This design comes from an exercise in tuning for small area on the open sky130 flow, not from production work. Where RTL was checked, it was by simulation tests only, not by an equivalence proof against the original. Only the layout flow was run in run 2; the RTL was not checked for function there. No activity file was given, so power comes from the tool's default toggle rates.

**config.mk**
```make
export PLATFORM = sky130hd
export DESIGN_NAME = lab3
export DESIGN_NICKNAME = lab3
export VERILOG_FILES = /design/flow/design.v
export SDC_FILE = /design/flow/constraint.sdc
export NUM_CORES = 4
export LEC_CHECK = 0
export CAP_MARGIN = 20
export CORE_MARGIN = 2
export CORE_UTILIZATION = 40
export CTS_BUF_LIST = sky130_fd_sc_hd__clkbuf_8
export SLEW_MARGIN = 20
```
**constraint.sdc**
```tcl
create_clock -name core_clock -period 20.0 [get_ports {CLOCK_50}]
set_input_delay 4.0000 -clock core_clock [delete_from_list [all_inputs] [get_ports {CLOCK_50}]]
set_output_delay 4.0000 -clock core_clock [all_outputs]
set_load 0.01 [all_outputs]
```
**design.v**
```verilog
module SEG_HEX
	(
		iDIG,							
		oHEX_D		
	);
input	  [3:0]   iDIG;				
output	  [6:0]	  oHEX_D;   
reg	  [6:0]	  oHEX_D;	
always @(iDIG) 
    begin
			case(iDIG)
			4'h0: oHEX_D <= 7'b1000000;  
			4'h1: oHEX_D <= 7'b1111001;  
			4'h2: oHEX_D <= 7'b0100100;  
			4'h3: oHEX_D <= 7'b0110000;  
			4'h4: oHEX_D <= 7'b0011001;  
			4'h5: oHEX_D <= 7'b0010010;  
			4'h6: oHEX_D <= 7'b0000010;  
			4'h7: oHEX_D <= 7'b1111000;  
			4'h8: oHEX_D <= 7'b0000000;  
			4'h9: oHEX_D <= 7'b0011000;  
			4'ha: oHEX_D <= 7'b0001000;  
			4'hb: oHEX_D <= 7'b0000011;  
			4'hc: oHEX_D <= 7'b1000110;  
			4'hd: oHEX_D <= 7'b0100001;  
			4'he: oHEX_D <= 7'b0000110;  
			4'hf: oHEX_D <= 7'b0001110;  
	     default: oHEX_D <= 7'b1000000;  
			endcase
		end
endmodule
module ir_edge
(
    input       CLOCK_50,
    input       rst_n,
    input       IRDA_RXD,
    output      ir_pos_O,
    output      ir_neg_O
);
reg     ir_1d, ir_2d, ir_3d, ir_4d;
always @(posedge CLOCK_50 or negedge rst_n)begin
    if(!rst_n)begin
        ir_1d <= 1'b0;
        ir_2d <= 1'b0;
        ir_3d <= 1'b0;
        ir_4d <= 1'b0;
    end
    else begin
        ir_1d <= IRDA_RXD;
        ir_2d <= ir_1d;
        ir_3d <= ir_2d;
        ir_4d <= ir_3d;
    end
end
assign  ir_pos_O =  ir_3d & ~ir_4d;
assign  ir_neg_O = ~ir_3d &  ir_4d;
endmodule
module us_50_cnt
(
    input       CLOCK_50,
    input       rst_n,
    input       clr,
    output      [5:0]o50_O,
    output      [4:0]o500_O
);
reg     [11:0]fine;
reg     [3:0]dec;
reg     [4:0]o500;
wire    fine_end = (fine == 12'h1fd);    
wire    dec_end  = dec[3] & dec[0];         
always @(posedge CLOCK_50 or negedge rst_n)begin
    if(!rst_n)begin
        fine <= 12'd0;
        dec  <= 4'd0;
        o500 <= 5'd0;
    end
    else begin
        if(clr || fine_end)
            fine <= 12'd0;
        else
            fine <= {~fine[10:0], ~(fine[11] ^ fine[5] ^ fine[3] ^ fine[0])};
        if(clr)begin
            dec  <= 4'd0;
            o500 <= 5'd0;
        end
        else if(fine_end)begin
            dec  <= dec_end ? 4'd0 : dec + 4'd1;
            if(dec_end)
                o500 <= o500 + 5'd1;
        end
    end
end
assign  o50_O  = {o500, 3'b000} + {o500, 1'b0} + {2'b00, dec};
assign  o500_O = o500;
endmodule
module us_500_cnt #(parameter W = 6)
(
    input       [W-1:0]a,
    input       [W-1:0]b,
    output      [W-1:0]d
);
assign  d = (a < b) ? (b - a) : (a - b);
endmodule
module ir_leader_check
(
    input       CLOCK_50,
    input       rst_n,
    input       IRDA_RXD,
    output reg  ldr_O,
    output      vs0_O,
    output reg  vs1_O
);
wire    pos, neg;
ir_edge ir_edge_inst_I
(
    .CLOCK_50(CLOCK_50),
    .rst_n(rst_n),
    .IRDA_RXD(IRDA_RXD),
    .ir_pos_O(pos),
    .ir_neg_O(neg)
);
wire    [5:0]on50, op50;
wire    [4:0]on500, op500;
us_50_cnt cnt_n
(
    .CLOCK_50(CLOCK_50),
    .rst_n(rst_n),
    .clr(neg),
    .o50_O(on50),
    .o500_O(on500)
);
us_50_cnt cnt_p
(
    .CLOCK_50(CLOCK_50),
    .rst_n(rst_n),
    .clr(neg | pos),
    .o50_O(op50),
    .o500_O(op500)
);
wire    [6:0]s50  = {1'b0, on50} - {1'b0, op50};
wire    [5:0]s500 = {1'b0, on500} - {1'b0, op500};
reg     r50, r500, p0, p1, p500;
always @(*)begin
    case(s50)        
        7'd8, 7'd9, 7'd10, 7'd11, 7'd12, 7'd13, 7'd14,
        7'd114, 7'd115, 7'd116, 7'd117, 7'd118, 7'd119, 7'd120: r50 = 1'b1;
        default: r50 = 1'b0;
    endcase
    case(s500)       
        6'd17, 6'd18, 6'd19, 6'd45, 6'd46, 6'd47: r500 = 1'b1;
        default: r500 = 1'b0;
    endcase
    case(op50)
        6'd8, 6'd9, 6'd10, 6'd11, 6'd12, 6'd13, 6'd14: p0 = 1'b1;
        default: p0 = 1'b0;
    endcase
    case(op50)
        6'd30, 6'd31, 6'd32, 6'd33, 6'd34, 6'd35, 6'd36: p1 = 1'b1;
        default: p1 = 1'b0;
    endcase
    case(op500)
        5'd7, 5'd8, 5'd9: p500 = 1'b1;
        default: p500 = 1'b0;
    endcase
end
reg     pr50, w0, w1, pr500, w500, vs0;
always @(posedge CLOCK_50)begin
    pr50  <= ~neg & r50;
    w0    <= pr50 & p0;
    w1    <= pr50 & p1;
    pr500 <= ~neg & r500;
    w500  <= pr500 & p500;
    vs0   <= w0 & neg;
end
assign  vs0_O = vs0;
always @(posedge CLOCK_50 or negedge rst_n)begin
    if(!rst_n)begin
        ldr_O <= 1'b0;
        vs1_O <= 1'b0;
    end
    else begin
        ldr_O <= w500 & neg;
        vs1_O <= w1 & neg;
    end
end
endmodule
module ir_rx
(
    input       CLOCK_50,
    input       rst_n,
    input       IRDA_RXD,
    output      [31:0]data_O,
    output      lead_flag_O
);
wire    ldr, vs0, vs1;
ir_leader_check ir_leader_check_inst_I
(
    .CLOCK_50(CLOCK_50),
    .rst_n(rst_n),
    .IRDA_RXD(IRDA_RXD),
    .ldr_O(ldr),
    .vs0_O(vs0),
    .vs1_O(vs1)
);
reg     lead_flag;
reg     [5:0]vaild_cnt;      
reg     [31:0]data;          
reg     [21:0]lead_cnt;
wire    time_out = (lead_cnt == 22'h227ecf);
reg     end_sig;
assign  data_O = data;
assign  lead_flag_O = lead_flag;
always @(posedge CLOCK_50)begin
    lead_cnt <= lead_flag ? {~lead_cnt[20:0], ~(lead_cnt[21] ^ lead_cnt[20])} : 22'd0;
    if(time_out || (vaild_cnt[5] & ~vaild_cnt[0]))    
        end_sig <= 1'b1;
    else if(vaild_cnt == 6'h00)
        end_sig <= 1'b0;
end
always @(posedge CLOCK_50 or negedge rst_n)begin
    if(!rst_n)begin
        lead_flag <= 1'b0;
        vaild_cnt <= 6'd0;
    end
    else begin
        if(end_sig)
            lead_flag <= 1'b0;
        else if(ldr)
            lead_flag <= 1'b1;
        if(end_sig)
            vaild_cnt <= 6'd0;
        else if(lead_flag && (vs0 || vs1))
            vaild_cnt <= vaild_cnt + 6'd1;
    end
end
integer i;
always @(posedge CLOCK_50 or negedge rst_n)begin
    if(!rst_n)begin
        data <= 32'd0;
    end
    else begin
        for(i = 0; i < 32; i = i + 1)begin
            if(ldr)
                data[i] <= 1'b0;
            else if(vaild_cnt == i)begin
                if(i < 8)
                    data[i] <= vs1;
                else if(vs1)
                    data[i] <= 1'b1;
            end
        end
    end
end
endmodule
module LCM_controller
(
    input       CLOCK_50,
    input       rst_n,
    input       [31:0]data_I,
    output      LCD_RS,
    output      LCD_RW,
    output      LCD_EN,
    output reg  [7:0]LCD_DATA,
    output      LCD_ON,
    output      LCD_BLON,
    output      clear_sig_O
);
reg     init_stage;
reg     [7:0]ms_cnt;
reg     [15:0]covert_ns2ms;
wire    ms_end = &{covert_ns2ms[15:14], covert_ns2ms[9:8], covert_ns2ms[6], covert_ns2ms[4]};
wire    lo = (covert_ns2ms[15:5] == 11'd0);
wire    [4:0]t = covert_ns2ms[4:0];
wire    c01 = lo & (t[4:1] == 4'd0);         
wire    c1 = c01 & t[0];
always @(posedge CLOCK_50 or negedge rst_n)begin
    if(!rst_n)begin
        covert_ns2ms <= 16'd0;
        init_stage <= 1'b0;
        ms_cnt <= 8'd0;
    end
    else begin
        covert_ns2ms <= ms_end ? 17'd0 : covert_ns2ms + 17'd1;
        if(ms_end)
            ms_cnt <= ms_cnt + 8'd1;
        else if(c1)begin
            if(init_stage)begin
                if(ms_cnt == 8'hff)
                    ms_cnt <= 8'h0;
            end
            else if(ms_cnt == 8'h26)begin
                ms_cnt <= 8'h0;
                init_stage <= 1'b1;
            end
        end
    end
end
wire    s0 = init_stage & (ms_cnt == 8'h00);
reg     active, cmd;
always @(*)begin
    if(init_stage)begin
        active = ~ms_cnt[0] & (ms_cnt[7:6] == 2'b00) & ~(ms_cnt[5] & ms_cnt[4]);
        cmd    = (ms_cnt == 8'h00) | (ms_cnt == 8'h02) | (ms_cnt == 8'h18);
    end
    else begin
        case(ms_cnt)
            8'h11, 8'h1a, 8'h1c, 8'h1e, 8'h20, 8'h22, 8'h24: active = 1'b1;
            default: active = 1'b0;
        endcase
        cmd = 1'b1;
    end
end
reg     rs_win, en_win;
always @(*)begin
    case({s0, t})
        6'd2, 6'd3, 6'd4, 6'd5, 6'd6, 6'd7, 6'd8, 6'd9, 6'd10,
        6'd11, 6'd12, 6'd13, 6'd14, 6'd15, 6'd16, 6'd17, 6'd18, 6'd19,
        6'd35, 6'd36, 6'd37, 6'd38, 6'd39, 6'd40, 6'd41, 6'd42, 6'd43,
        6'd44, 6'd45, 6'd46, 6'd47, 6'd48, 6'd49, 6'd50, 6'd51, 6'd52: rs_win = 1'b1;
        default: rs_win = 1'b0;
    endcase
    case({s0, t})
        6'd5, 6'd6, 6'd7, 6'd8, 6'd9, 6'd10, 6'd11, 6'd12, 6'd13,
        6'd14, 6'd15, 6'd16, 6'd17,
        6'd38, 6'd39, 6'd40, 6'd41, 6'd42, 6'd43, 6'd44, 6'd45, 6'd46,
        6'd47, 6'd48, 6'd49, 6'd50: en_win = 1'b1;
        default: en_win = 1'b0;
    endcase
end
wire    wr     = active & lo & (s0 ? (t == 5'd10) : (t == 5'd9));
assign  LCD_RS = ~(active & cmd & lo & rs_win);
assign  LCD_EN = active & lo & en_win;
assign  LCD_RW = 1'b0;
assign  LCD_ON = 1'b1;
assign  LCD_BLON = 1'b1;
wire    ge30 = (ms_cnt[7:6] != 2'b00) | (ms_cnt[5] & ms_cnt[4]);
assign  clear_sig_O = c01 ? ge30
                          : ((ge30 | (ms_cnt == 8'h2f)) & (ms_cnt != 8'hff));
reg     [3:0]nib;
always @(*)begin
    case(ms_cnt[4:1])
        4'hd: nib = data_I[3:0];
        4'he: nib = data_I[7:4];
        4'h0: nib = data_I[11:8];
        4'h1: nib = data_I[15:12];
        4'h3: nib = data_I[19:16];
        4'h4: nib = data_I[23:20];
        4'h6: nib = data_I[27:24];
        4'h7: nib = data_I[31:28];
        default: nib = 4'h0;
    endcase
end
reg     [7:0]hex;
always @(*)begin
    case(nib)
        4'ha: hex = 8'h41;
        4'hb: hex = 8'h42;
        4'hc: hex = 8'h43;
        4'hd: hex = 8'h44;
        4'he: hex = 8'h45;
        4'hf: hex = 8'h46;
        default: hex = {4'h3, nib};
    endcase
end
reg     [7:0]val;
always @(*)begin
    if(!init_stage)begin
        case(ms_cnt[3:0])
            4'he:    val = 8'h38;    
            4'h0:    val = 8'h08;    
            4'h2:    val = 8'h01;    
            4'h4:    val = 8'h06;    
            default: val = 8'h30;    
        endcase
    end
    else begin
        case(ms_cnt[5:1])
            5'd0:  val = 8'h0c;
            5'd1:  val = 8'h83;
            5'd2:  val = 8'h49;
            5'd3:  val = 8'h52;
            5'd4:  val = 8'h20;
            5'd5:  val = 8'h44;
            5'd6:  val = 8'h45;
            5'd7:  val = 8'h43;
            5'd8:  val = 8'h4f;
            5'd9:  val = 8'h44;
            5'd10: val = 8'h45;
            5'd11: val = 8'h52;
            5'd12: val = 8'hc3;
            5'd15, 5'd18, 5'd21: val = 8'h2d;
            default: val = hex;
        endcase
    end
end
always @(posedge CLOCK_50 or negedge rst_n)begin
    if(!rst_n)
        LCD_DATA <= 8'd0;
    else if(wr)
        LCD_DATA <= val;
end
endmodule
module lab3
(
    input       CLOCK_50,
    input       rst_n,
    input       IRDA_RXD,
    output      LCD_RS,
    output      LCD_RW,
    output      LCD_EN,
    output      [7:0]LCD_DATA,    
    output      LCD_ON,
    output      LCD_BLON,
    output      [7:0]LEDG,
    output      [6:0]HEX0,
    output      [6:0]HEX1,
    output      [6:0]HEX2,
    output      [6:0]HEX3,
    output      [6:0]HEX4,
    output      [6:0]HEX5,
    output      [6:0]HEX6,
    output      [6:0]HEX7,
    output      [3:0]KEY
);
wire    [31:0]data;
wire    lead_flag;
wire    clear_sig;
ir_rx ir_rx_I
(
    .CLOCK_50(CLOCK_50),
    .rst_n(rst_n),
    .IRDA_RXD(IRDA_RXD),
    .data_O(data),
    .lead_flag_O(lead_flag)
);
LCM_controller LCM_controller_inst_I
(
    .CLOCK_50(CLOCK_50),
    .rst_n(rst_n),
    .data_I(data),
    .LCD_RS(LCD_RS),
    .LCD_RW(LCD_RW),
    .LCD_EN(LCD_EN),
    .LCD_DATA(LCD_DATA),
    .LCD_ON(LCD_ON),
    .LCD_BLON(LCD_BLON),
    .clear_sig_O(clear_sig)
);
assign  LEDG[0] = lead_flag;
assign  LEDG[1] = clear_sig;
assign  KEY[0]  = rst_n;
assign  LEDG[7:2] = 6'b0;
assign  KEY[3:1]  = 3'b0;
SEG_HEX l0  (data[3:0],   HEX7);
SEG_HEX l1  (data[7:4],   HEX6);
SEG_HEX l2  (data[11:8],  HEX5);
SEG_HEX l3  (data[15:12], HEX4);
SEG_HEX l4  (data[19:16], HEX3);
SEG_HEX l5  (data[23:20], HEX2);
SEG_HEX l6  (data[27:24], HEX1);
SEG_HEX l7  (data[31:28], HEX0);
endmodule
```
**flow/run.sh**
```bash
#!/bin/bash
# Own layout flow: the standard flow (standard.sh) with these changes.
#  Synthesis: ORFS's full/half-adder extraction is skipped (ADDER_MAP_FILE
#  empty) and ABC maps with an area script. Four area scripts (flow/abc_*.script)
#  are tried, each in its own copy of ORFS's scripts folder that differs
#  only in abc_area.script and its own ORFS work folder; the run with the
#  smallest synthesised cell area becomes the layout's synthesis.
#  Placement: port buffers are sky130_fd_sc_hd__buf_1.
#  CTS: clkbuf_8 buffers (as config.mk), without dummy loads.
# Every step is otherwise standard.sh's. Each tool run logs to its own file
# in the work folder (synth_<x>.log, layout.log).
set -euo pipefail
W=$(pwd)
VARIANTS="a b c d"
for v in $VARIANTS; do
  rm -rf "$W/scripts_$v" "$W/orfs_$v"
  cp -rp "$FLOW_HOME/scripts" "$W/scripts_$v"
  cp "$W/flow/abc_$v.script" "$W/scripts_$v/abc_area.script"
  sed "s#$W/orfs#$W/orfs_$v#g" "$W/standard.sh" > "$W/standard_$v.sh"
  bash "$W/standard_$v.sh" SCRIPTS_DIR="$W/scripts_$v" ABC_AREA=1 ADDER_MAP_FILE= synth > "$W/synth_$v.log" 2>&1 &
done
wait
best=""
best_area=""
for v in $VARIANTS; do
  stat="$W/orfs_$v/reports/sky130hd/lab3/base/synth_stat.txt"
  [[ -f "$stat" && -f "$W/orfs_$v/results/sky130hd/lab3/base/1_synth.odb" ]] || continue
  a=$(grep "Chip area for module" "$stat" | tail -1 | awk '{print $NF}')
  echo "variant $v: synthesised area $a" >> "$W/synth_choice.log"
  if [[ -z "$best" ]] || awk -v a="$a" -v b="$best_area" 'BEGIN{exit !(a < b)}'; then
    best=$v; best_area=$a
  fi
done
echo "chosen: $best ($best_area)" >> "$W/synth_choice.log"
rm -rf "$W/orfs"
mv "$W/orfs_$best" "$W/orfs"
bash standard.sh "BUFFER_PORTS_ARGS=-buffer_cell sky130_fd_sc_hd__buf_1" \
  "CTS_ARGS=-sink_clustering_enable -repair_clock_nets -buf_list sky130_fd_sc_hd__clkbuf_8 -dont_use_dummy_load" \
  finish > "$W/layout.log" 2>&1
```
**flow/abc_a.script**
```
strash
&get -n
&st
&deepsyn -T 60
&dch -f
&nf -R 1000 -p
&put
```
**flow/abc_b.script**
```
strash
&get -n
&st
&deepsyn -T 60
&put
dch -f
map -a
&get -n
&dch -f
&nf -R 1000 -p
&put
```
**flow/abc_c.script**
```
strash
&get -n
&st
&deepsyn -T 120 -S 2
&dch -f
&nf -R 1000 -p
&put
```
**flow/abc_d.script**
```
strash
&get -n
&st
&deepsyn -T 60
&dch -f
&nf -R 1000 -p -F 20 -A 8
&put
```
**standard.sh**
```bash
#!/bin/bash
# synth_recipe.tcl (not shown) runs the flow's synth.tcl, then flattens the netlist and writes it again
# the make line also repeats each setting of config.mk as NAME=value (left out here)
make -C /OpenROAD-flow-scripts/flow DESIGN_CONFIG=/design/flow/config.mk WORK_HOME=/design/flow/orfs CLKGATE_MAP_FILE= SYNTH_SCRIPT=/design/flow/synth_recipe.tcl "${@:-finish}"
```
==> results of run 1 <==
## layout make-up
class,count,share of cell area [%]
Multi-Input combinational cell,688,46.0
Sequential cell,149,42.5
Timing Repair Buffer,75,3.56
Tap cell,234,3.47
Clock buffer,17,2.77
Inverter,38,1.69
## sequential cells by signal, summed over array words and instances, names as in the netlist, 4 cells and up
name / cells
ir_rx_I.data: 32
ir_rx_I.lead_cnt: 22
LCM_controller_inst_I.covert_ns2ms: 16
ir_rx_I.ir_leader_check_inst_I.cnt_n.fine: 12
ir_rx_I.ir_leader_check_inst_I.cnt_p.fine: 12
LCM_controller_inst_I.LCD_DATA: 8
LCM_controller_inst_I.ms_cnt: 8
ir_rx_I.vaild_cnt: 6
ir_rx_I.ir_leader_check_inst_I.cnt_n.o500: 5
ir_rx_I.ir_leader_check_inst_I.cnt_p.o500: 5
ir_rx_I.ir_leader_check_inst_I.cnt_n.dec: 4
ir_rx_I.ir_leader_check_inst_I.cnt_p.dec: 4
## worst paths after layout
check	endpoint	slack [ps]	depth (start not counted)
setup / recovery	KEY[0]	11670	2
hold / removal	flop	350	0
setup reg to reg	LCM_controller_inst_I.LCD_DATA[1]	16310	11
hold reg to reg	flop	350	0
max in group asynchronous	LCM_controller_inst_I.LCD_DATA[0]	14820	3
min in group asynchronous	LCM_controller_inst_I.covert_ns2ms[12]	3810	2
## cells in the mapped netlist, drive strengths merged, types with 4 or more instances
cell type,number
and2,15
nand4,9
dfxtp,29
a211oi,7
xor2,32
clkinv,38
o31ai,4
nand2,91
a21o,8
nor3,40
nor2b,42
nand3,20
or2,10
mux2i,9
a31oi,10
nand2b,21
o32ai,9
a221oi,5
o21a,8
o21ai,41
nor2,119
dfrtp,120
and3,13
a21oi,61
xnor2,12
nor4,5
o22ai,37
buf,15
## power by group through the flow
stage                     registers, W  clock network [W]  logic (W)
after floorplan               0.000323                  0  0.0000185
after global placement        0.000324                  0  0.0000251
after detailed placement      0.000324                  0  0.0000255
after CTS                     0.000318           0.000176  0.0000257
after global routing          0.000320           0.000188  0.0000292
final                         0.000318           0.000169  0.0000248
## cell families after synthesis
group           count (synthesis)  synth area share, %
compound gates                221                 18.4
xor+xnor                       44                 5.02
buf+inv                        53                 3.32
flops                         149                 46.7
mux                            10                 1.32
other cells                     2               0.0978
simple gates                  401                 25.2
## metrics by stage
step | std cells | area (um2) | setup slack (ps) | utilization, % | hold slack, ps
2_1_floorplan | 890 | 7720 | 11880 | - | 331
3_3_place_gp | 1184 | 8210 | 11660 | 43.7 | 333
4_1_cts | 1201 | 8440 | 11650 | 45.0 | 355
6_report | 1201 | 8440 | 11670 | 45.0 | 351
5_1_grt | 1201 | 8440 | 11650 | 45.0 | 369
3_5_place_dp | 1184 | 8210 | 11660 | 43.7 | 340
## cell usage in the layout (no fill, tap or decap), types with 3 or more instances in the layout
cell type and count:
nor3_1 40, nand4b_1 3, dfrtp_1 120, conb_1 12, mux2i_1 9, and3_1 13
and2_0 15, o21bai_1 3, nand2_1 91, nand3_1 20, nor2_1 119, nand4_1 9
nand2b_1 21, buf_4 4, clkbuf_8 17, buf_1 70, a31oi_1 10, or2_0 10
o21a_1 8, a221oi_1 5, o31ai_1 4, a211oi_1 7, o22ai_1 37, o21ai_0 41
o311a_1 3, a21o_1 8, nor3b_1 3, clkinv_1 38, a31o_1 3, dfxtp_1 29
o32ai_1 9, nor2b_1 42, xor2_1 32, nor4_1 5, a21oi_1 61, a222oi_1 3
xnor2_1 12
## per-layer routing
layer | vias up | global-route usage [%] | share of wire (%)
met5 | - | 0 | 0
met4 | 0 | 4.85 | 0.92
met3 | 13 | 3.36 | 4.0
met2 | 141 | 27.4 | 45
met1 | 3125 | 24.8 | 50
li1 | 3304 | - | -
==> run notes, run 1 <==
Reg power frac: 62.2%
Area of the multi-input gates: 3890 um2
Ys async rst share: 80.5%
Mapped Avg Cell Area: 8.73 um2
# Max-Cap Violations: 0
Die height: 143 um
Power Total: 0.000512 W
Sequential Area: 3580 um2
WL/cell: 14.2 um
Cells along the critical path: clkbuf_4, buf_1
Internal power: 0.000396 W
Fin nets: 972
Synth Instances: 880
TritonCTS clock tree: built
Critical Path Max Stage Delay: 160 ps
Number of vias per cell: 5.48
Row cnt: 50
FMAX: 120 MHz
Worst path top cell family by delay: buffers and inverters
Congestion Overflow GR: 0
Clock root buffer: clkbuf_8
Slowest CP cell: clkbuf_4
# DRC: 0
Port bufs: 71
Outcome: timing/DRC/antenna clean
Synth cell types: 55
Worst VDD drop: 0.0436 mV
Synth area leaders: dfrtp_1, dfxtp_1, nor2_1, nand2_1, a21oi_1
Post-cts sizing count: 0
CP Launch Type: input port
Crit Path Category: in2out
Fill cell count: 1,908
Crit path DAT: 4330 ps
First-pass GRT wire length: 28,800 um
#FFs+latches synth: 149
Leak pwr: 3.58 nW
GRT Total Usage: 17.5%
Clk pwr share: 33.0%
Initial core utilization: 40.9%
Reg clk slew, reported paths: 60 ps
Power per Cell Area: 60.7 nW/um2
Vias in the first global route: 5,908
GP Congestion: 0.833
Die area: 20,300 um2
Count of final max-slew check failures: 0
Seq/Total Area, Yosys: 46.7%
Router iterations before antenna repair: 5
Hold Path Class: reg2reg
Cell taking the most area after synthesis: dfrtp_1
Antenna Nets Post-Route: 0
Clock period minus worst slack: 8330 ps
YS warnings: 6
CTS Sinks: 149
Worst-Skew Late Latency: 440 ps
Worst Path Buf+Inv: 2
Final Cycle Share: 41.7%
Reg-to-Reg Start: LCM_controller_inst_I.ms_cnt[4]
Comb power frac: 4.9%
Clock Path Buffers: 2
CP startpoint: rst_n
Final Hold Vio Count: 0
RSZ-0062 raised after global routing: no
Endpoint class of the critical path: output port
Total Wirelength: 17,000 um
Post-Syn Area: 7680 um2
Worst Skew: 21.7 ps
Post-CTS Setup Inserts: 0
Die span in x: 143 um
DPL Wire Length: 12,100 um
CTS Hold Bufs: 0
Antenna violations before repair: 0
Slew margin rel.: 37.3%
Final TNS setup: 0 ps
Share of cells above drive strength 1: 2.38%
P_sw: 0.000116 W
Num CTS Buffers: 17
Diode count: 0
Slew at the pin closest to its max-slew limit: 937 ps
CP required: 16,000 ps
Initial drt markers: 325
Syn-to-layout area delta: 9.87%
Net Sw Frac: 22.7%
CP max FO: 2
Core area: 18,800 um2
# setup viols final: 0
Most used DFF post-synth: dfrtp_1
# IOs: 84
Share of the synthesized area in the top cell type: 39.1%
Pin count of the biggest net entering global routing: 65
Number of synthesized flops with an enable pin: 0
H-tree Lvls: 4
Vias: 6,583
==> run 2, diff against run 1 <==
--- a/design.v
+++ b/design.v
@@ -234,4 +234,7 @@
     end
 end
+wire    [7:0]lo_sel = 8'd1 << vaild_cnt[2:0];
+wire    [3:0]hi_sel = {4{~vaild_cnt[5]}} & (4'd1 << vaild_cnt[4:3]);
+wire    [3:0]hi_set = {4{vs1}} & hi_sel;
 integer i;
 always @(posedge CLOCK_50 or negedge rst_n)begin
@@ -241,12 +244,8 @@
     else begin
         for(i = 0; i < 32; i = i + 1)begin
-            if(ldr)
-                data[i] <= 1'b0;
-            else if(vaild_cnt == i)begin
-                if(i < 8)
-                    data[i] <= vs1;
-                else if(vs1)
-                    data[i] <= 1'b1;
-            end
+            if(i < 8)
+                data[i] <= ~ldr & ((lo_sel[i] & hi_sel[0]) ? vs1 : data[i]);
+            else
+                data[i] <= ~ldr & (data[i] | (lo_sel[i % 8] & hi_set[i / 8]));
         end
     end
--- a/flow/run.sh
+++ b/flow/run.sh
@@ -2,6 +2,6 @@
 # Own layout flow: the standard flow (standard.sh) with these changes.
 #  Synthesis: ORFS's full/half-adder extraction is skipped (ADDER_MAP_FILE
-#  empty) and ABC maps with an area script. Four area scripts (flow/abc_*.script)
-#  are tried, each in its own copy of ORFS's scripts folder that differs
+#  empty) and ABC maps with an area script. Eight area scripts (flow/abc_*.script: deepsyn with fixed seeds and step
+#  limits) are tried, each in its own copy of ORFS's scripts folder that differs
 #  only in abc_area.script and its own ORFS work folder; the run with the
 #  smallest synthesised cell area becomes the layout's synthesis.
@@ -12,12 +12,17 @@
 set -euo pipefail
 W=$(pwd)
-VARIANTS="a b c d"
-for v in $VARIANTS; do
+VARIANTS="s1 s2 s3 d1 s4 s5 s6 d2"
+synth_variant() {
+  local v=$1
   rm -rf "$W/scripts_$v" "$W/orfs_$v"
   cp -rp "$FLOW_HOME/scripts" "$W/scripts_$v"
   cp "$W/flow/abc_$v.script" "$W/scripts_$v/abc_area.script"
   sed "s#$W/orfs#$W/orfs_$v#g" "$W/standard.sh" > "$W/standard_$v.sh"
-  bash "$W/standard_$v.sh" SCRIPTS_DIR="$W/scripts_$v" ABC_AREA=1 ADDER_MAP_FILE= synth > "$W/synth_$v.log" 2>&1 &
-done
+  bash "$W/standard_$v.sh" SCRIPTS_DIR="$W/scripts_$v" ABC_AREA=1 ADDER_MAP_FILE= synth > "$W/synth_$v.log" 2>&1 || true
+}
+# two batches of four, one CPU each
+for v in s1 s2 s3 d1; do synth_variant $v & done
+wait
+for v in s4 s5 s6 d2; do synth_variant $v & done
 wait
 best=""
@@ -35,4 +40,5 @@
 rm -rf "$W/orfs"
 mv "$W/orfs_$best" "$W/orfs"
+for v in $VARIANTS; do rm -rf "$W/orfs_$v" "$W/scripts_$v"; done
 bash standard.sh "BUFFER_PORTS_ARGS=-buffer_cell sky130_fd_sc_hd__buf_1" \
   "CTS_ARGS=-sink_clustering_enable -repair_clock_nets -buf_list sky130_fd_sc_hd__clkbuf_8 -dont_use_dummy_load" \
==> flow/abc_d1.script (new file) <==
strash
&get -n
&st
&deepsyn -T 900 -J 300 -S 1
&dch -f
&nf -R 1000 -p
&put
==> flow/abc_d2.script (new file) <==
strash
&get -n
&st
&deepsyn -T 900 -J 300 -S 2
&dch -f
&nf -R 1000 -p
&put
==> flow/abc_s1.script (new file) <==
strash
&get -n
&st
&deepsyn -T 900 -J 300 -S 1
&put
dch -f
map -a
&get -n
&dch -f
&nf -R 1000 -p
&put
==> flow/abc_s2.script (new file) <==
strash
&get -n
&st
&deepsyn -T 900 -J 300 -S 2
&put
dch -f
map -a
&get -n
&dch -f
&nf -R 1000 -p
&put
==> flow/abc_s3.script (new file) <==
strash
&get -n
&st
&deepsyn -T 900 -J 300 -S 3
&put
dch -f
map -a
&get -n
&dch -f
&nf -R 1000 -p
&put
==> flow/abc_s4.script (new file) <==
strash
&get -n
&st
&deepsyn -T 900 -J 300 -S 4
&put
dch -f
map -a
&get -n
&dch -f
&nf -R 1000 -p
&put
==> flow/abc_s5.script (new file) <==
strash
&get -n
&st
&deepsyn -T 900 -J 300 -S 5
&put
dch -f
map -a
&get -n
&dch -f
&nf -R 1000 -p
&put
==> flow/abc_s6.script (new file) <==
strash
&get -n
&st
&deepsyn -T 900 -J 300 -S 6
&put
dch -f
map -a
&get -n
&dch -f
&nf -R 1000 -p
&put
removed: flow/abc_a.script
removed: flow/abc_b.script
removed: flow/abc_c.script
removed: flow/abc_d.script
==> run notes, run 2 <==
Outcome: timing/DRC/antenna clean
Die area: 20,300 um2 (-0.38%)
Net Sw Frac: 22.6% (-0.036 points)
Hold Path Depth: 0 (unchanged)
Total Wirelength: 17,300 um (+1.4%)
Top flop regs: ir_rx_I.data: 32 flops, ir_rx_I.lead_cnt: 22 flops, LCM_controller_inst_I.covert_ns2ms: 16 flops
Seq/Total Area, Yosys: 46.8% (+0.18 points)
Final TNS setup: 0 ps (unchanged)
Biggest register: ir_rx_I.data
Antenna violations before repair: 0 (unchanged)
Reg clk slew, reported paths: 80 ps (+20 ps)
#FFs+latches synth: 149 (unchanged)
Clk pwr share: 33.0% (about the same)
Reg2reg path depth: 15 (+4)
Final Hold Vio Count: 0 (unchanged)
Slew at the pin closest to its max-slew limit: 977 ps (+40.5 ps)
Most common cell after layout, fill and taps aside: nor2_1
RSZ-0062 raised after global routing: no
CP Launch Type: input port
Post-CTS Setup Inserts: 0 (unchanged)
Post-Layout Cell Count: 1,217 (+1.3%)
Util after Layout: 44.8% (-0.19 points)
Die span in x: 142 um (-0.19%)
Endpoint class of the critical path: output port
Synth cell count leaders: nor2_1, dfrtp_1, a21oi_1
Congestion Overflow GR: 0 (unchanged)
First-pass GRT wire length: 29,300 um (+1.7%)
Clock Path Buffers: 2 (unchanged)
Vias: 6,535 (-0.73%)
Count of final max-slew check failures: 0 (unchanged)
Syn-to-layout area delta: 9.83% (about the same)
Power per Cell Area: 60.8 nW/um2 (+0.27%)
Diode count: 0 (unchanged)
Num CTS Buffers: 17 (unchanged)
P_sw: 0.000116 W (-0.32%)
CP required: 16,000 ps (about the same)
Fill cell count: 1,891 (-0.89%)
Router iterations before antenna repair: 5 (unchanged)
# DRC: 0 (unchanged)
WL/cell: 14.2 um (+0.11%)
Synth cell types: 52 (-5.5%)
Final Cycle Share: 45.1% (+3.5 points)
Mapped Avg Cell Area: 8.54 um2 (-2.2%)
Fin nets: 988 (+1.6%)
Multiplexer share of the synthesized area: 1.31% (-0.011 points)
Share of the synthesized area in the top cell type: 39.2% (+0.15 points)
Fraction of synthesized cell area in xor and xnor cells: 4.24% (-0.78 points)
Row cnt: 50 (unchanged)
Worst-Skew Late Latency: 450 ps (about the same)
Pin count of the biggest net entering global routing: 73 (+12%)
Crit path DAT: 5030 ps (+700 ps)
# Max-Cap Violations: 0 (unchanged)
Commonest non-fill, non-tap cells in the layout: nor2_1, dfrtp_1, a21oi_1, buf_1, nand2_1
GP Congestion: 0.837 (+0.50%)
Share of cells above drive strength 1: 2.24% (-0.14 points)
CTS Sinks: 149 (unchanged)
Crit Path Category: in2out
DPL Wire Length: 12,400 um (+2.3%)
# IOs: 84 (unchanged)
Leak pwr: 3.53 nW (-1.4%)
Synth Area in Compound Gates: 18.3% (about the same)
TritonCTS clock tree: built
Main combinational cell family by area after synthesis: simple AND/OR/NAND/NOR gates
Die height: 142 um (-0.19%)
Core area: 18,800 um2 (unchanged)
FMAX: 111 MHz (-7.7%)
Number of synthesized flops with an enable pin: 0 (unchanged)
Initial drt markers: 423 (+30%)
Post-Syn Area: 7650 um2 (-0.39%)
Count leader, synth: nor2_1
Port bufs: 71 (unchanged)
Hold Path Class: reg2reg
Worst Skew: 24.2 ps (+2.57 ps)
Post-route cell area: 8400 um2 (-0.43%)
Synth Instances: 896 (+1.8%)
Clock root buffer: clkbuf_8
Synth area leaders: dfrtp_1, nor2_1, dfxtp_1, a21oi_1, nor2b_1
CP max FO: 72 (+70)
Post-cts sizing count: 0 (unchanged)
Clock period minus worst slack: 9030 ps (+695 ps)
H-tree Lvls: 4 (unchanged)
Initial core utilization: 40.8% (-0.16 points)
Placed insts: 1,200 (+1.4%)
Most used DFF post-synth: dfrtp_1
Antenna Nets Post-Route: 0 (unchanged)
Ys async rst share: 80.5% (unchanged)
Reg power frac: 62.3% (about the same)
Synth Area in Simple Gates: 25.6% (+0.41 points)
Vias in the first global route: 5,957 (+0.83%)
YS warnings: 6 (unchanged)
Cell taking the most area after synthesis: dfrtp_1
Number of vias per cell: 5.37 (-2.0%)
Worst hold slack: 355 ps (+3.64 ps)
Internal power: 0.000396 W (-0.11%)
Comb power frac: 4.7% (-0.2 points)
GRT Total Usage: 17.9% (+0.41 points)
Adder-cell share of the synthesized area: 0% (unchanged)
Slew margin rel.: 34.6% (-2.7 points)
# setup viols final: 0 (unchanged)
CTS Hold Bufs: 0 (unchanged)
Placed Area: 8170 um2 (-0.44%)
Worst VDD drop: 0.0396 mV (-9.2%)
Max reg flops: 32 (unchanged)
run 2: cell types whose count changed in the layout (fill, tap and decap cells not counted), sizes merged, moves of 7 or more:
cell and delta:
nand2 -32, o32ai -8, nor3 -8, a21oi +14, o21ai +7, a22oi +11, o22ai -7, a31oi +13
nor2 +43, xor2 -10
run 2: worst max-delay path, stage by stage:
cell,delay (ps)
clkbuf_4,100
buf_4,690
buf_1,210
run 2: worst paths after layout:
kind                                                         startpoint                                    end  slack [ps]
max                                                               rst_n                                 KEY[0]       10970
min reg2reg                                                        flop                                   flop         350
max in group asynchronous                                         rst_n                   ir_rx_I.vaild_cnt[1]       14990
min                                                                flop                                   flop         350
max reg2reg                ir_rx_I.ir_leader_check_inst_I.cnt_p.o500[1]    ir_rx_I.ir_leader_check_inst_I.pr50       16580
min in group asynchronous                                         rst_n  LCM_controller_inst_I.covert_ns2ms[2]        3780
run 2: power by group through the flow:
stage	registers [W]	clock network [W]	logic (W)
finish	0.000318	0.000169	0.0000240
global route	0.000320	0.000190	0.0000282
floorplan	0.000323	0	0.0000179
detailed placement	0.000324	0	0.0000247
global placement	0.000324	0	0.0000241
CTS	0.000319	0.000177	0.0000249
run 2: per-stage QoR:
step | setup slack (ps) | total power [W]
detailed placement | 10910 | 0.000349
global route | 10820 | 0.000538
floorplan | 11880 | 0.000340
CTS | 10910 | 0.000520
global placement | 10910 | 0.000348
finish | 10970 | 0.000511
run 2: area by class of cell:
cell class              instances  area (um2)  area share [%]
well taps                     234         293            3.48
multi-input cells             700        3830            45.6
inverters                      42         158            1.88
flip-flops and latches        149        3580            42.6
clock buffers                  17         234            2.78
repair buffers                 75         300            3.57
run 2: layer usage:
layer,vias up,GRT usage (%),part of all wire (%),routed length (um)
met5,-,0,0,0
met3,19,3.94,3.8,658
met2,135,26.9,44,7580
met4,0,5.78,1.4,240
li1,3330,-,-,-
met1,3051,25.7,51,8810
run 2: cell families (layout without fill, tap and decap cells):
group	Yosys count	after routing
mux	10	10
xor+xnor	37	37
buf+inv	57	134
simple gates	410	410
compound gates	231	231
flops	149	149
other cells	2	12
==> run 3, diff against run 2 <==
--- a/design.v
+++ b/design.v
@@ -139,5 +139,4 @@
 );
 wire    [6:0]s50  = {1'b0, on50} - {1'b0, op50};
-wire    [5:0]s500 = {1'b0, on500} - {1'b0, op500};
 reg     r50, r500, p0, p1, p500;
 always @(*)begin
@@ -147,6 +146,9 @@
         default: r50 = 1'b0;
     endcase
-    case(s500)       
-        6'd17, 6'd18, 6'd19, 6'd45, 6'd46, 6'd47: r500 = 1'b1;
+    case({op500[3], op500[0], on500})
+        7'h17, 7'h18, 7'h19,             
+        7'h38, 7'h39, 7'h3a,             
+        7'h59, 7'h5a, 7'h5b,             
+        7'h7a, 7'h7b, 7'h7c: r500 = 1'b1;    
         default: r500 = 1'b0;
     endcase
==> run notes, run 3 <==
FMAX: 111 MHz (+0.29%)
Die span in x: 142 um (-0.43%)
Core area: 18,600 um2 (-0.67%)
Slew at the pin closest to its max-slew limit: 905 ps (-72.7 ps)
Placed Area: 8110 um2 (-0.74%)
Antenna Nets Post-Route: 0 (unchanged)
Worst VDD drop: 0.0392 mV (-1.1%)
Ys async rst share: 80.5% (unchanged)
Cell taking the most area after synthesis: dfrtp_1
Pre-CTS WS: 10,910 ps (+6.70 ps)
Post-cts sizing count: 0 (unchanged)
Pin count of the biggest net entering global routing: 70 (-4.1%)
Share of the synthesized area in the top cell type: 39.6% (+0.35 points)
Max reg flops: 32 (unchanged)
CTS Sinks: 149 (unchanged)
Crit Path Category: in2out
Final TNS setup: 0 ps (unchanged)
CTS Hold Bufs: 0 (unchanged)
Reg clk slew, reported paths: 80 ps (about the same)
Final Cycle Share: 45.0% (-0.13 points)
Count of final max-slew check failures: 0 (unchanged)
Initial drt markers: 381 (-9.9%)
Biggest register: ir_rx_I.data
# DRC: 0 (unchanged)
GP Congestion: 0.851 (+1.6%)
Post-Syn Area: 7580 um2 (-0.88%)
Commonest non-fill, non-tap cells in the layout: nor2_1, dfrtp_1, nand2_1, a21oi_1, buf_1
Fill cell count: 1,890 (-0.053%)
Initial core utilization: 40.7% (-0.089 points)
Syn-to-layout area delta: 10.0%
Die height: 142 um (-0.43%)
Most common cell after layout, fill and taps aside: nor2_1
#FFs+latches synth: 149 (unchanged)
Congestion Overflow GR: 0 (unchanged)
Seq/Total Area, Yosys: 47.3% (+0.42 points)
DPL Wire Length: 12,800 um (+2.8%)
TritonCTS clock tree: built
Diode count: 0 (unchanged)
Worst setup margin: 11,000 ps (+25.7 ps)
Share of cells above drive strength 1: 2.48% (+0.24 points)
Number of synthesized flops with an enable pin: 0 (unchanged)
Row cnt: 50 (unchanged)
Area of the multi-input gates: 3780 um2 (-1.4%)
Mapped Avg Cell Area: 8.63 um2 (+1.0%)
# Max-Cap Violations: 0 (unchanged)
H-tree Lvls: 4 (unchanged)
Clock root buffer: clkbuf_8
Outcome: timing/DRC/antenna clean
WL/cell: 14.7 um (+3.7%)
Clock Path Buffers: 2 (unchanged)
Synth cell count leaders: dfrtp_1, nor2_1, nand2_1
CP Launch Type: input port
Post-CTS Setup Inserts: 0 (unchanged)
Crit path DAT: 5000 ps (-30 ps)
Final Hold Vio Count: 0 (unchanged)
Post-route cell area: 8340 um2 (-0.70%)
CP required: 16,000 ps (about the same)
Power per Cell Area: 63.1 nW/um2 (+3.7%)
Antenna violations before repair: 0 (unchanged)
Worst Skew: 27.8 ps (+3.53 ps)
GRT Total Usage: 18.2% (+0.29 points)
Die area: 20,100 um2 (-0.86%)
Leak pwr: 3.45 nW (-2.2%)
Synth area leaders: dfrtp_1, dfxtp_1, nor2_1, a21oi_1, nand2_1
Vias in the first global route: 5,907 (-0.84%)
Synth cell types: 58 (+12%)
Fin nets: 972 (-1.6%)
Router iterations before antenna repair: 4 (-1)
CP max FO: 69 (-4.2%)
Worst-Skew Late Latency: 450 ps (about the same)
YS warnings: 6 (unchanged)
Vias: 6,597 (+0.95%)
RSZ-0062 raised after global routing: no
Num CTS Buffers: 17 (unchanged)
Number of vias per cell: 5.49 (+2.3%)
# IOs: 84 (unchanged)
Synth Instances: 879 (-1.9%)
Endpoint class of the critical path: output port
Port bufs: 71 (unchanged)
Total Wirelength: 17,700 um (+2.3%)
Most used DFF post-synth: dfrtp_1
First-pass GRT wire length: 29,600 um (+0.85%)
# setup viols final: 0 (unchanged)
Top flop regs: ir_rx_I.data: 32 flops, ir_rx_I.lead_cnt: 22 flops, LCM_controller_inst_I.covert_ns2ms: 16 flops
Clock period minus worst slack: 9000 ps (-25.7 ps)
Hold Path Class: reg2reg
Slew margin rel.: 39.7% (+5.1 points)
Sequential Area: 3580 um2 (about the same)
[run 3: changes by cell type in the layout (fill, tap and decap cells not counted), moves of 6 or more]
cell | previous run | this run
a22oi_1 | 12 | 4
a31oi_1 | 23 | 5
and3_1 | 19 | 13
mux2i_1 | 10 | 2
nand2_1 | 59 | 101
nor2_1 | 162 | 120
nor3_1 | 32 | 39
o32ai_1 | 1 | 12
[run 3: kinds of logic (layout without fill, tap and decap cells)]
kind of cell              Yosys count  count (layout)  share of synthesized area, %
other                               2              12                        0.0990
xor gates and xnor gates           36              36                          4.16
DFF                               149             149                          47.3
AOI/OAI and AO/OA                 241             241                          19.9
buffers and inverters              53             131                          3.37
and+or+nand+nor                   394             394                          24.7
muxes                               4               4                         0.561
[run 3: final timing paths]
path                                                      start                                          end  slack [ps]  cells past startpoint
worst max-delay path                                      rst_n                                       KEY[0]       11000                      3
max in group asynchronous                                 rst_n  ir_rx_I.ir_leader_check_inst_I.cnt_p.dec[1]       15000                      3
min in group asynchronous                                 rst_n            LCM_controller_inst_I.LCD_DATA[6]        3760                      2
worst max register to register  LCM_controller_inst_I.ms_cnt[3]              LCM_controller_inst_I.ms_cnt[6]       16390                     13
worst min-delay path                                       flop                                         flop         340                      0
worst min register to register                             flop                                         flop         340                      0
[run 3: where the power goes]
part           internal (W)   total, W  switching (W)
registers          0.000313   0.000322     0.00000929
logic             0.0000135  0.0000330      0.0000196
clock network     0.0000749   0.000172      0.0000966
[run 3: area by class of cell]
cell class,count,area share [%]
clock buffer,17,2.80
inverter,38,1.71
multi-input combinational,687,45.3
sequential,149,43.0
tap,234,3.51
timing repair buffer,76,3.69
[run 3: critical path: stages]
cell,delay (ps)
clkbuf_4,100
buf_4,640
buf_1,220
[run 3: stage by stage]
step	std cells	hold WS (ps)	total power, W	utilization, %
CTS	1201	355	0.000536	44.8
finish	1201	341	0.000527	44.8
global route	1201	357	0.000553	44.8
floorplan	889	331	0.000351	-
detailed placement	1184	342	0.000362	43.5
global placement	1184	332	0.000361	43.5
[run 3: layer usage]
metal,wire (um),up-vias,global-route usage [%]
li1,-,3319,-
met1,8510,3119,25.6
met2,8120,142,28.1
met3,739,17,3.68
met4,312,0,6.11
met5,0,-,0
==> run 4, diff against run 3 <==
--- a/design.v
+++ b/design.v
@@ -367,11 +367,11 @@
 always @(*)begin
     if(!init_stage)begin
-        case(ms_cnt[3:0])
-            4'he:    val = 8'h38;    
-            4'h0:    val = 8'h08;    
-            4'h2:    val = 8'h01;    
-            4'h4:    val = 8'h06;    
-            default: val = 8'h30;    
-        endcase
+        val[7:6] = 2'b00;
+        val[5]   = ms_cnt[3] | ms_cnt[0];
+        val[4]   = ms_cnt[3] | ms_cnt[0];
+        val[3]   = ~(ms_cnt[3] ^ ms_cnt[2]) & ~(ms_cnt[2] ^ ms_cnt[1]) & ~ms_cnt[0];
+        val[2]   = ms_cnt[2] & ~ms_cnt[3];
+        val[1]   = ms_cnt[2] & ~ms_cnt[3];
+        val[0]   = ms_cnt[1] & ~ms_cnt[2] & ~ms_cnt[3];
     end
     else begin
==> run notes, run 4 <==
Most used DFF post-synth: dfrtp_1
Met2 routed WL: 8040 um (-0.98%)
CP max FO: 47 (-32%)
GP Congestion: 0.832 (-2.2%)
# DRC: 0 (unchanged)
CTS Sinks: 149 (unchanged)
Clock root buffer: clkbuf_8
Leak pwr: 3.47 nW (+0.54%)
Post-Syn Area: 7620 um2 (+0.43%)
# Max-Cap Violations: 0 (unchanged)
Critical Path Max Stage Delay: 510 ps (-130 ps)
Share of cells above drive strength 1: 2.38% (-0.10 points)
Reg-to-Reg Start: ir_rx_I.ir_leader_check_inst_I.cnt_p.o500[1]
Port bufs: 71 (unchanged)
Hold Path Depth: 0 (unchanged)
Adder-cell share of the synthesized area: 0.131% (+0.13 points)
Post-cts sizing count: 0 (unchanged)
Cell taking the most area after synthesis: dfrtp_1
CTS Hold Bufs: 0 (unchanged)
Share of the synthesized area in the top cell type: 39.4% (-0.17 points)
DR top layer: met4
Worst-Skew Late Latency: 450 ps (about the same)
Syn-to-layout area delta: 9.89%
# setup viols final: 0 (unchanged)
Vias in the first global route: 5,903 (-0.068%)
Number of vias per cell: 5.43 (-1.2%)
Slowest CP cell: clkbuf_4
Antenna violations before repair: 0 (unchanged)
Congestion Overflow GR: 0 (unchanged)
Multiplexer share of the synthesized area: 0.427% (-0.13 points)
Cells along the critical path: clkbuf_4, buf_1
CP required: 16,000 ps (about the same)
Final TNS setup: 0 ps (unchanged)
Reg2reg path depth: 11 (-2)
Antenna Nets Post-Route: 0 (unchanged)
CP Launch Type: input port
Endpoint class of the critical path: output port
First-pass GRT wire length: 29,200 um (-1.2%)
FMAX: 114 MHz (+2.8%)
Die height: 142 um (+0.21%)
GRT Total Usage: 17.9% (-0.28 points)
Most common cell after layout, fill and taps aside: nor2_1
Vias: 6,514 (-1.3%)
Synth cell count leaders: nor2_1, dfrtp_1, nand2_1
Max reg flops: 32 (unchanged)
Die area: 20,200 um2 (+0.42%)
Commonest non-fill, non-tap cells in the layout: nor2_1, dfrtp_1, nand2_1, buf_1, a21oi_1
Final Cycle Share: 43.8% (-1.2 points)
Fraction of synthesized cell area in xor and xnor cells: 4.83% (+0.67 points)
Power Total: 0.000513 W (-2.6%)
DPL Wire Length: 12,400 um (-2.5%)
Main combinational cell family by area after synthesis: simple AND/OR/NAND/NOR gates
H-tree Lvls: 4 (unchanged)
Reg clk slew, reported paths: 80 ps (about the same)
Initial drt markers: 520 (+36%)
Die span in x: 142 um (+0.21%)
Clock period minus worst slack: 8750 ps (-249 ps)
WL/cell: 14.6 um (-0.89%)
# IOs: 84 (unchanged)
Met1 Wirelength: 8660 um (+1.7%)
Biggest register: ir_rx_I.data
Initial core utilization: 40.7% (about the same)
Worst VDD drop: 0.0431 mV (+9.9%)
YS warnings: 6 (unchanged)
Row cnt: 50 (unchanged)
RSZ-0062 raised after global routing: no
Number of synthesized flops with an enable pin: 0 (unchanged)
Pin count of the biggest net entering global routing: 76 (+8.6%)
Fin nets: 971 (-0.10%)
Slew at the pin closest to its max-slew limit: 937 ps (+32.4 ps)
Crit path DAT: 4750 ps (-250 ps)
Num CTS Buffers: 17 (unchanged)
Router iterations before antenna repair: 5 (+1)
CP startpoint: rst_n
Final Hold Vio Count: 0 (unchanged)
Power per Cell Area: 61.3 nW/um2 (-2.9%)
Outcome: timing/DRC/antenna clean
Fill cell count: 1,886 (-0.21%)
Synth Area in Compound Gates: 19.4% (-0.46 points)
Clock Path Buffers: 2 (unchanged)
Total Wirelength: 17,500 um (-0.97%)
Count of final max-slew check failures: 0 (unchanged)
Post-CTS Setup Inserts: 0 (unchanged)
Met3 Routed Length: 587 um (-21%)
Seq/Total Area, Yosys: 47.1% (-0.20 points)
Synth Instances: 879 (unchanged)
Count leader, synth: nor2_1
Hold Path Class: reg2reg
Synth cell types: 56 (-3.4%)
Core area: 18,700 um2 (+0.34%)
#FFs+latches synth: 149 (unchanged)
Synth area leaders: dfrtp_1, dfxtp_1, nor2_1, nand2_1, a21oi_1
Reg2Reg Setup Slack: 16,920 ps (+530 ps)
Worst path top cell family by delay: buffers and inverters
Slew margin rel.: 37.5% (-2.2 points)
Mapped Avg Cell Area: 8.66 um2 (+0.43%)
Worst Path Buf+Inv: 2 (-1)
Synth Area in Simple Gates: 25.0% (+0.35 points)
Worst Skew: 28.9 ps (+1.12 ps)
TritonCTS clock tree: built
Crit Path Category: in2out
Top flop regs: ir_rx_I.data: 32 flops, ir_rx_I.lead_cnt: 22 flops, LCM_controller_inst_I.covert_ns2ms: 16 flops
Diode count: 0 (unchanged)
Ys async rst share: 80.5% (unchanged)
R2R Path End: ir_rx_I.ir_leader_check_inst_I.pr50
-- run 4: area by class of cell --
type / instances / area, um2 / area share, %
multi-input cells: 694 / 3840 / 45.9
flip-flops and latches: 149 / 3580 / 42.8
repair buffers: 75 / 300 / 3.59
well taps: 234 / 293 / 3.50
clock buffers: 17 / 234 / 2.80
inverters: 31 / 116 / 1.39
-- run 4: report_power, final --
group          switching, W  internal (W)
combinational     0.0000139    0.00000963
clock             0.0000959     0.0000749
sequential       0.00000724      0.000311
-- run 4: worst max-delay path by stage --
stage	to	slack (ps)	cells after the start
3_5_place_dp	KEY[0]	11200	2
5_1_grt	KEY[0]	11130	2
4_1_cts	KEY[0]	11200	2
2_1_floorplan	KEY[0]	11880	1
3_3_place_gp	KEY[0]	11200	2
6_report	KEY[0]	11250	2
-- run 4: cells by family after synthesis --
kind of cell	after synthesis
muxes	3
buffers and inverters	46
other	2
xor gates and xnor gates	42
adders and majority gates	1
AOI/OAI and AO/OA	231
DFF	149
and+or+nand+nor	405
-- run 4: metrics by stage --
| stage | cells | setup WS [ps] | util (%) | cell area [um2] | hold slack [ps] |
|---|---|---|---|---|---|
| 5_1_grt | 1200 | 11130 | 44.7 | 8370 | 359 |
| 4_1_cts | 1200 | 11200 | 44.7 | 8370 | 353 |
| 2_1_floorplan | 889 | 11880 | - | 7650 | 331 |
| 6_report | 1200 | 11250 | 44.7 | 8370 | 351 |
| 3_5_place_dp | 1183 | 11200 | 43.5 | 8130 | 335 |
| 3_3_place_gp | 1183 | 11200 | 43.5 | 8130 | 334 |
-- run 4: layer usage --
metal  vias to the layer above  GRT usage (%)
met4                         0           4.84
met2                       120           28.4
met5                         -              0
met3                        16           3.50
li1                       3291              -
met1                      3087           25.1

[what the ideal ports hide]
In the flow no input, the clock included, has a driving cell. The finished layouts below were timed again as built, in two steps. Step 1, drivers: a clkbuf_16 drives CLOCK_50 and a buf_2 each remaining input, both assumed. Step 2 times the ports against the registers' clock, not the clock port: input delays grow and output delays shrink by t, the midpoint of the rising clock arrivals with the driver on. Three values: no drivers, after step 1, after step 2; two values: the first two.
| run | t, ns | setup WS [ns] | latest minus earliest clock arrival (ns) | pins driven straight from the clock port |
|---|---|---|---|---|
| run 1 | 0.463 | 11.667 / 11.642 / 11.642 | 0.022 / 0.022 | 1 |
| run 2 | 0.478 | 10.973 / 10.948 / 10.948 | 0.027 / 0.027 | 1 |
| run 3 | 0.468 | 10.998 / 10.975 / 10.975 | 0.029 / 0.029 | 1 |
| run 4 | 0.472 | 11.247 / 11.225 / 11.225 | 0.030 / 0.030 | 1 |
After both steps setup and hold are still met in every run listed.
